What follows belongs to an exercise in optimizing a design on an open flow for small area and a short achievable clock period; a production flow would make more cautious choices.
Where RTL was checked, it was by simulation tests only, not by an equivalence proof against the original.
Power figures rest on the tool's default switching activity, not on a simulated workload.

Design FPU_top, start of the top module:
module FPU_top  #(
    parameter NUM_OP    = 1
)(
    input logic                 i_clk           ,
    input logic                 i_rst_n         ,
    input logic [NUM_OP-1:0]    i_add_sub       ,
    input logic [31:0]          i_32_a          ,
    input logic [31:0]          i_32_b          ,
    output logic [31:0]         o_32_s          ,
    output logic                o_ov_flag       ,
    output logic                o_un_flag
);
export LEC_CHECK = 0
export ABC_AREA = 1
export CAP_MARGIN = 20
export CORE_MARGIN = 2
export CORE_UTILIZATION = 40
export PLACE_DENSITY = 0.6
export SLEW_MARGIN = 20
create_clock -name core_clock -period 15.0 [get_ports {i_clk}]
standard.sh (not shown) runs the stock make flow with config.mk's settings and CLKGATE_MAP_FILE= SYNTH_SCRIPT=/design/flow/synth_recipe.tcl, a recipe that flattens the netlist after the stock synthesis.
==> flow/flow/run.sh <==
#!/bin/bash
# The standard layout (standard.sh), with three changes to how it is made:
#  - synthesis maps the logic with an area-oriented abc script
#    (flow/abc_map.script); the rest of synth_recipe.tcl is unchanged;
#  - timing repair aims further below the clock period than the 5 ns
#    SETUP_SLACK_MARGIN allows in config.mk;
#  - the port buffers are plain buffers rather than delay cells.
set -euo pipefail
W=$PWD
export FLOW_ABC_SCRIPT=$W/flow/abc_map.script
export FLOW_STD_SYNTH=$W/synth_recipe.tcl
bash standard.sh SYNTH_SCRIPT=$W/flow/synth_abc.tcl SETUP_SLACK_MARGIN=9 \
  "BUFFER_PORTS_ARGS=-buffer_cell sky130_fd_sc_hd__buf_2" finish > standard_flow.log 2>&1
==> flow/flow/abc_map.script <==
strash
dch
amap
topo
stime -c
buffer -c
upsize -c
dnsize -c
==> flow/flow/synth_abc.tcl <==
# The standard synthesis (synth_recipe.tcl, unchanged), with only the
# script that abc maps the logic with replaced by flow/abc_map.script.
proc abc {args} {
  set i [lsearch -exact $args -script]
  if { $i >= 0 } {
    lset args [expr { $i + 1 }] $::env(FLOW_ABC_SCRIPT)
  }
  puts "abc (flow/abc_map.script): $args"
  yosys abc {*}$args
}
source $::env(FLOW_STD_SYNTH)
The baseline went through all stages and came out clean.
==> next run, changes <==
==> flow/flow/run.sh (replaced) <==
#!/bin/bash
set -euo pipefail
bash standard.sh SETUP_SLACK_MARGIN=9 "BUFFER_PORTS_ARGS=-buffer_cell sky130_fd_sc_hd__buf_2" finish > standard_flow.log 2>&1
removed: flow/flow/abc_map.script
removed: flow/flow/synth_abc.tcl
Effect: The new run completed with no timing, DRC or antenna violations; non-clock buffer count goes down by 24; core utilization fell by 4.4 points; critical path depth went down by 5; global-route usage goes down by 0.77 points; die area climbs by 19%; worst hold slack hardly moves.
Function was not checked in any run of this note: the RTL went through the layout flow alone.


job 566:
Another version of the RTL of FPU_top (not shown whole).
Size: about 1800 cells after synthesis, ~100 flip-flops, about 100 I/O pins.
Design FPU_top, start of the top module:
module FPU_top  #(
    parameter NUM_OP    = 1
)(
    input logic                 i_clk           ,
    input logic                 i_rst_n         ,
    input logic [NUM_OP-1:0]    i_add_sub       ,
    input logic [31:0]          i_32_a          ,
    input logic [31:0]          i_32_b          ,
    output logic [31:0]         o_32_s          ,
    output logic                o_ov_flag       ,
    output logic                o_un_flag
);
export LEC_CHECK = 0
export CAP_MARGIN = 20
export CORE_MARGIN = 2
export CORE_UTILIZATION = 40
export PLACE_DENSITY = 0.6
export SLEW_MARGIN = 20
create_clock -name core_clock -period 15.0 [get_ports {i_clk}]
run.sh (not shown) runs the stock make flow with config.mk's settings and CLKGATE_MAP_FILE= SYNTH_SCRIPT=/design/flow/synth_recipe.tcl, a recipe that flattens the netlist after the stock synthesis.
Stock flow here: none of the scripts above is used.
Job 566 finished every stage and its layout cleared the timing, DRC and antenna checks.
> inputs changed (job 566 -> job 6522)
==> flow/flow/run.sh (new file) <==
#!/bin/bash
set -euo pipefail
bash standard.sh SETUP_SLACK_MARGIN=9 "BUFFER_PORTS_ARGS=-buffer_cell sky130_fd_sc_hd__buf_2" finish > standard_flow.log 2>&1
==> flow/standard.sh (new file) <==
#!/bin/bash
# synth_recipe.tcl (not shown) runs the flow's synth.tcl, then flattens the netlist and writes it again
# the make line also repeats each setting of config.mk as NAME=value (left out here)
make -C /OpenROAD-flow-scripts/flow DESIGN_CONFIG=/design/flow/config.mk WORK_HOME=/design/flow/orfs CLKGATE_MAP_FILE= SYNTH_SCRIPT=/design/flow/synth_recipe.tcl "${@:-finish}"
-- flow/config.mk --
<<< job 566, line 7
export LEC_CHECK = 0
export CAP_MARGIN = 20
export CORE_MARGIN = 2
export CORE_UTILIZATION = 40
export PLACE_DENSITY = 0.6
export SLEW_MARGIN = 20
>>> job 6522, line 7
export LEC_CHECK = 0
export ABC_AREA = 1
export CAP_MARGIN = 10
export CORE_MARGIN = 2
export CORE_UTILIZATION = 55
export PLACE_DENSITY = 0.75
export SLEW_MARGIN = 10
removed: flow/run.sh
==> comparison <==
- On growth of design area from synthesis to finish, the higher figure sits with job 566, not job 6522.
- Job 6522 vs job 566: power down
- [compare] base=job 566 new=job 6522: number of tap cells added at floorplan went down; area after synthesis -about 1.4%.
Setup changes, job 6522 to job 335
==> flow/run.sh (new file) <==
#!/bin/bash
# synth_recipe.tcl (not shown) runs the flow's synth.tcl, then flattens the netlist and writes it again
# the make line also repeats each setting of config.mk as NAME=value (left out here)
make -C /OpenROAD-flow-scripts/flow DESIGN_CONFIG=/design/flow/config.mk WORK_HOME=/design/flow/orfs CLKGATE_MAP_FILE= SYNTH_SCRIPT=/design/flow/synth_recipe.tcl finish
-- flow/config.mk --
<<< job 6522, line 8
export ABC_AREA = 1
export CAP_MARGIN = 10
export CORE_MARGIN = 2
export CORE_UTILIZATION = 55
export PLACE_DENSITY = 0.75
export SLEW_MARGIN = 10
>>> job 335, line 8
export ABC_AREA = 1
export CAP_MARGIN = 20
export CORE_MARGIN = 2
export CORE_UTILIZATION = 40
export PLACE_DENSITY = 0.6
export SLEW_MARGIN = 20
removed: flow/flow/run.sh
removed: flow/standard.sh
Notes after the runs:
Job 335 vs. job 6522: die outline area up 9100 um^2; total global routing track utilization down 8.6 points; power dissipated in combinational cells flat.
Changes in job 9188 relative to job 335:
==> flow/flow/run.sh (new file) <==
#!/bin/bash
set -euo pipefail
bash standard.sh SETUP_SLACK_MARGIN=9 "BUFFER_PORTS_ARGS=-buffer_cell sky130_fd_sc_hd__buf_2" finish > standard_flow.log 2>&1
==> flow/standard.sh (new file) <==
#!/bin/bash
# synth_recipe.tcl (not shown) runs the flow's synth.tcl, then flattens the netlist and writes it again
# the make line also repeats each setting of config.mk as NAME=value (left out here)
make -C /OpenROAD-flow-scripts/flow DESIGN_CONFIG=/design/flow/config.mk WORK_HOME=/design/flow/orfs CLKGATE_MAP_FILE= SYNTH_SCRIPT=/design/flow/synth_recipe.tcl "${@:-finish}"
removed: flow/run.sh
Results
Job 9188: flow completed, timing, DRC and antenna clean. Job 9188 ends up with a total via count in the routed design that is about 0.8% higher than in job 335. From job 335 to job 9188 the numbers moved as follows: synthesis-to-layout area growth went down by 1.7 points, design area -220 um^2. Compared job 9188 against job 335; global-route usage within noise.
Input changes introduced in job 6138 (baseline for comparison: job 9188):
==> flow/flow/run.sh <==
#!/bin/bash
set -euo pipefail
bash standard.sh SETUP_SLACK_MARGIN=10 finish > standard_flow.log 2>&1
--- outcome ---
- [job 6138] power density of the placed cells fell 3.4 nW/um^2 relative to job 9188
- Job 6138 improves on job 9188 in final critical-path setup slack.
- Having completed the whole flow, job 6138 delivered a layout that passed the timing, DRC and antenna checks.
- [compare] base=job 9188 new=job 6138: share of the core filled with cells +8.2 points; power of the clock network shrank by about 3%.
- Delta (job 6138 minus job 9188): leakage component of the power +about 11%, quantity of gates resized following cts picked up an extra 162, area of placed instances went up 3.8%, timing-limited maximum frequency has increased, total wire length now sits higher.
### job 6138 -> job 9854
==> flow/flow/run.sh <==
#!/bin/bash
set -euo pipefail
bash standard.sh SETUP_SLACK_MARGIN=9 finish > standard_flow.log 2>&1
==> comparison <==
Job 9854 went all the way through the flow, and no timing, DRC or antenna check failed.
Job 9854 vs job 6138 — depth of the most critical reg-to-reg path climbed by more than 10%
Compared with job 6138, job 9854 shows sequential share of layout area higher by 1.8 points.
Sort job 6138 and job 9854 by global-route usage, descending, and job 6138 comes first.


FPU_top, a different RTL version from the one above (not shown whole).
Size in the first run: about 2200 cells after synthesis.
clock: 15.0 ns
lec_check: 0
abc_area: 1
cap_margin: 20
core_margin: 2
core_utilization: 40
place_density: 0.6
slew_margin: 20
standard.sh (not shown) runs the stock make flow with config.mk's settings and CLKGATE_MAP_FILE= SYNTH_SCRIPT=/design/flow/synth_recipe.tcl, a recipe that flattens the netlist after the stock synthesis.
==> flow/flow/run.sh <==
#!/bin/bash
set -euo pipefail
bash standard.sh SETUP_SLACK_MARGIN=10.1 "BUFFER_PORTS_ARGS=-buffer_cell sky130_fd_sc_hd__buf_2" finish > standard_flow.log 2>&1
The starting point produced a clean layout.
Then changed:
==> flow/flow/run.sh (replaced) <==
#!/bin/bash
set -euo pipefail
bash standard.sh SETUP_SLACK_MARGIN=9.8 "BUFFER_PORTS_ARGS=-buffer_cell sky130_fd_sc_hd__buf_2" finish > standard_flow.log 2>&1
Effect:
- area after synthesis is unchanged
- cell area drops by 5.5%
- power went down by 5.4%
- via count shrinks by 1.1%
- register-to-register slack degrades by 0.21 ns
- setup slack is worse by 0.045 ns


FPU_top, a different RTL version from the one above (not shown whole).
Size in the first run: roughly 12000 um2 of cells after synthesis.
==> flow/config.mk <==
export PLATFORM = sky130hd
export DESIGN_NAME = FPU_top
export DESIGN_NICKNAME = FPU_top
export VERILOG_FILES = /design/flow/design.v
export SDC_FILE = /design/flow/constraint.sdc
export NUM_CORES = 4
export LEC_CHECK = 0
export ABC_AREA = 1
export CAP_MARGIN = 20
export CORE_MARGIN = 2
export CORE_UTILIZATION = 40
export PLACE_DENSITY = 0.6
export SLEW_MARGIN = 20
==> flow/constraint.sdc <==
create_clock -name core_clock -period 15.0 [get_ports {i_clk}]
set_input_delay 3.0000 -clock core_clock [delete_from_list [all_inputs] [get_ports {i_clk}]]
set_output_delay 3.0000 -clock core_clock [all_outputs]
set_load 0.01 [all_outputs]
==> flow/flow/run.sh <==
#!/bin/bash
set -euo pipefail
bash standard.sh SETUP_SLACK_MARGIN=8.7 "BUFFER_PORTS_ARGS=-buffer_cell sky130_fd_sc_hd__buf_2" finish > standard_flow.log 2>&1
Change:
==> flow/flow/run.sh (replaced) <==
#!/bin/bash
set -euo pipefail
bash standard.sh SETUP_SLACK_MARGIN=9.3 "BUFFER_PORTS_ARGS=-buffer_cell sky130_fd_sc_hd__buf_2" finish > standard_flow.log 2>&1
=> The new run completed without violations; die area stays the same; routed wire length increases slightly; hold slack is worse by 0.016 ns; count of clock-buffer cells in the layout increases by 2; critical path depth increases by 2; setup slack is better by 0.28 ns; design area increases by roughly a tenth; cell count increases by a few percent; fmax increases by a few percent.
No run of this note included a check of the RTL's function; only the layout flow was run.


FPU_top, a different RTL version from the one above (not shown whole).
Size: ~2300 cells after synthesis, about 110 flip-flops, about 100 I/O pins, about 13000 sq um of cells after synthesis.
// FPU_top
module FPU_top  #(
    parameter NUM_OP    = 1
)(
    input logic                 i_clk           ,
    input logic                 i_rst_n         ,
    input logic [NUM_OP-1:0]    i_add_sub       ,
    input logic [31:0]          i_32_a          ,
    input logic [31:0]          i_32_b          ,
    output logic [31:0]         o_32_s          ,
    output logic                o_ov_flag       ,
    output logic                o_un_flag
);
logic        w_sa, w_sb, w_sbe, w_eff_sub;
logic [7:0]  w_ea, w_eb;
logic [22:0] w_fa, w_fb;
logic [4:0]  w_dab;
logic [4:0]  w_dba;
logic        w_exp_lt;
logic [4:0]  w_shamt;
logic        w_sh0, w_f_lt, w_f_gt, w_swap2, w_sign, w_near;
logic [7:0]  w_emax;
logic [22:0] w_big, w_small;
logic        w_sel_exp;
logic [1:0]  w_sel_man;
assign w_sa = i_32_a[31];
assign w_sb = i_32_b[31];
assign w_ea = i_32_a[30:23];
assign w_eb = i_32_b[30:23];
assign w_fa = i_32_a[22:0];
assign w_fb = i_32_b[22:0];
  ...
export LEC_CHECK = 0
export ABC_AREA = 1
export CAP_MARGIN = 20
export CORE_MARGIN = 2
export CORE_UTILIZATION = 45
export PLACE_DENSITY = 0.7
export SLEW_MARGIN = 20
create_clock -name core_clock -period 15.0 [get_ports {i_clk}]
==> flow/flow/run.sh <==
#!/bin/bash
set -euo pipefail
bash standard.sh SETUP_SLACK_MARGIN=9.8 "BUFFER_PORTS_ARGS=-buffer_cell sky130_fd_sc_hd__buf_2" finish > standard_flow.log 2>&1
Change:
Settings changed: CORE_UTILIZATION 45 to 40, PLACE_DENSITY 0.7 to 0.6.
After rerunning: The changed run completed with no timing, DRC or antenna violations. Setup slack gets better by 0.018 ns. Area after synthesis is unchanged. Cell count climbs by 1.8%. Combinational power stays flat. Total power falls by 0.97%.
Change:
Settings changed: GPL_ROUTABILITY_DRIVEN from default to 0.
The changed run passed the timing, DRC and antenna checks.
Combinational power goes down by about 3%.
Count of clock-buffer cells in the layout does not change.
Cell area goes down by about 0.9%.
Wire length goes down by about 5.6%.
Via count goes down by about 0.64%.
Synthesized area stays the same.
Sequential share of layout area hardly moves.
Worst setup slack gains 0.014 ns.
Change:
Settings changed: ABC_AREA 1 to default, GPL_ROUTABILITY_DRIVEN 0 to default.
After rerunning: Maximum frequency went down by about a fifth. Power went up by about a fifth. Final area went up by about a fifth.


FPU_top, a different RTL version from the one above (not shown whole).
Size: about 2300 cells after synthesis, roughly 100 flip-flops.
Design FPU_top, start of the top module:
module FPU_top  #(
    parameter NUM_OP    = 1
)(
    input logic                 i_clk           ,
    input logic                 i_rst_n         ,
    input logic [NUM_OP-1:0]    i_add_sub       ,
    input logic [31:0]          i_32_a          ,
    input logic [31:0]          i_32_b          ,
    output logic [31:0]         o_32_s          ,
    output logic                o_ov_flag       ,
    output logic                o_un_flag
);
logic        w_sa, w_sb, w_sbe, w_eff_sub;
logic [7:0]  w_ea, w_eb;
logic [22:0] w_fa, w_fb;
logic [4:0]  w_dab;
logic [4:0]  w_dba;
logic        w_exp_lt;
logic [4:0]  w_shamt;
logic        w_sh0, w_f_lt, w_f_gt, w_swap2, w_sign, w_near;
logic [7:0]  w_emax;
logic [22:0] w_big, w_small;
logic        w_sel_exp;
logic [1:0]  w_sel_man;
assign w_sa = i_32_a[31];
assign w_sb = i_32_b[31];
assign w_ea = i_32_a[30:23];
assign w_eb = i_32_b[30:23];
assign w_fa = i_32_a[22:0];
assign w_fb = i_32_b[22:0];
assign w_sbe     = w_sb ^ i_add_sub[0];
assign w_eff_sub = w_sa ^ w_sbe;
assign w_dab    = w_ea[4:0] - w_eb[4:0];
assign w_dba    = w_eb[4:0] - w_ea[4:0];
assign w_shamt  = w_exp_lt ? w_dba : w_dab;
logic [7:0] w_e_gt [3:0];
logic [7:0] w_e_lt [3:0];
assign w_e_gt[0] = w_ea & ~w_eb;
assign w_e_lt[0] = ~w_ea & w_eb;
genvar gi;
generate
    for (gi = 0; gi < 3; gi++) begin : GEN_ECMP
        for (genvar gj = 0; gj < (4 >> gi); gj++) begin : GEN_ECMP_NODE
            assign w_e_gt[gi+1][gj] = w_e_gt[gi][2*gj+1] | (~w_e_lt[gi][2*gj+1] & w_e_gt[gi][2*gj]);
            assign w_e_lt[gi+1][gj] = w_e_lt[gi][2*gj+1] | (~w_e_gt[gi][2*gj+1] & w_e_lt[gi][2*gj]);
        end
        assign w_e_gt[gi+1][7:(4 >> gi)] = '0;
        assign w_e_lt[gi+1][7:(4 >> gi)] = '0;
    end
endgenerate
assign w_exp_lt = w_e_lt[3][0];
assign w_emax   = w_exp_lt ? w_eb : w_ea;
assign w_sh0    = (w_ea[4:0] == w_eb[4:0]);
assign w_f_lt   = w_fa < w_fb;
assign w_f_gt   = w_fb < w_fa;
assign w_big    = w_exp_lt ? w_fb : w_fa;
assign w_small  = w_exp_lt ? w_fa : w_fb;
assign w_swap2  = w_eff_sub & w_sh0 & (w_exp_lt ? w_f_gt : w_f_lt);
assign w_sign   = (w_exp_lt | (w_sh0 & w_f_lt)) ? w_sbe : w_sa;
  ...
export LEC_CHECK = 0
export ABC_AREA = 1
export CAP_MARGIN = 20
export CORE_MARGIN = 2
export CORE_UTILIZATION = 40
export PLACE_DENSITY = 0.6
export SLEW_MARGIN = 20
create_clock -name core_clock -period 15.0 [get_ports {i_clk}]
==> flow/flow/run.sh <==
#!/bin/bash
set -euo pipefail
bash standard.sh SETUP_SLACK_MARGIN=9.6 "BUFFER_PORTS_ARGS=-buffer_cell sky130_fd_sc_hd__buf_2" finish > standard_flow.log 2>&1
Then changed:
==> flow/flow/run.sh (replaced) <==
#!/bin/bash
set -euo pipefail
bash standard.sh SETUP_SLACK_MARGIN=9.3 "BUFFER_PORTS_ARGS=-buffer_cell sky130_fd_sc_hd__buf_1" finish > standard_flow.log 2>&1
Outcome: The new run finished clean. Via count is about the same. Power shrinks by 3.4%. Count of clock-buffer cells in the layout is unchanged. Core utilization shrinks by 1.4 points.
Then changed:
==> flow/flow/run.sh (replaced) <==
#!/bin/bash
set -euo pipefail
bash standard.sh SETUP_SLACK_MARGIN=9.3 "BUFFER_PORTS_ARGS=-buffer_cell sky130_fd_sc_hd__buf_2" finish > standard_flow.log 2>&1
Clock power stays flat.
Via count fell by 2.0%.
Cell count went down by 0.64%.
Power hardly moves.
Clock-buffer cell count is unchanged.
Synthesized area is unchanged.
Clock skew barely changes.
Then changed:
==> flow/flow/run.sh (replaced) <==
#!/bin/bash
set -euo pipefail
bash standard.sh SETUP_SLACK_MARGIN=9.3 SETUP_MOVE_SEQUENCE=unbuffer,sizeup,swap,clone,split "BUFFER_PORTS_ARGS=-buffer_cell sky130_fd_sc_hd__buf_2" finish > standard_flow.log 2>&1
What happened: Clock power is about the same; core utilization fell by 0.36 points; non-clock buffer count fell by 24; critical path depth came out lower by 1; clock-buffer cell count stays the same; worst hold slack hardly moves; setup slack loses 0.10 ns; die area stays the same; total power goes down by 0.76%.

## static timing again, ports no longer ideal
How much do the figures lean on ideal ports? The routed layouts below were timed once more, with nothing changed but the port constraints.
Step 1, drivers: a clkbuf_16 drives i_clk and a buf_2 each remaining input, both assumed.
Step 2 times the ports against the registers' clock, not the clock port: input delays grow and output delays shrink by t, the midpoint of the rising clock arrivals with the driver on.
Three values: no drivers, after step 1, after step 2; two values: the first two.
run | t (ns) | setup WS [ns] | worst setup path after step 2
the first run of note 1 | 0.411 | 8.317 / 8.317 / 8.317 | register to register
the second run of note 1 | 0.410 | 8.566 / 8.517 / 8.927 | register to output
job 566 | 0.421 | 7.505 / 7.505 / 7.505 | register to register
job 6522 | 0.402 | 9.267 / 9.242 / 9.267 | register to register
job 335 | 0.411 | 8.587 / 8.541 / 8.678 | register to register
job 9188 | 0.409 | 9.305 / 9.259 / 9.232 | input to register
job 6138 | 0.416 | 9.473 / 9.422 / 9.677 | input to register
job 9854 | 0.412 | 8.929 / 8.882 / 8.989 | input to register
the first run of note 3 | 0.416 | 9.897 / 9.850 / 9.862 | input to register
the second run of note 3 | 0.413 | 9.852 / 9.806 / 9.654 | input to register
the first run of note 4 | 0.409 | 8.780 / 8.730 / 8.852 | input to register
the second run of note 4 | 0.408 | 9.061 / 9.012 / 9.285 | input to register
the first run of note 5 | 0.410 | 9.925 / 9.879 / 9.585 | input to register
the second run of note 5 | 0.414 | 9.943 / 9.976 / 9.561 | input to register
the third run of note 5 | 0.420 | 9.957 / 9.913 / 9.553 | input to register
the fourth run of note 5 | 0.432 | 8.747 / 8.747 / 8.747 | register to register
the first run of note 6 | 0.418 | 9.358 / 9.306 / 9.487 | input to register
the second run of note 6 | 0.411 | 9.418 / 9.370 / 9.253 | input to register
the third run of note 6 | 0.417 | 9.497 / 9.447 / 9.238 | input to register
the fourth run of note 6 | 0.416 | 9.396 / 9.347 / 9.286 | input to register
After both steps setup and hold are still met in every run listed. The setup slack of the third run of note 5, which loses most, moves by -0.044 ns with the drivers and by -0.404 ns with both steps.
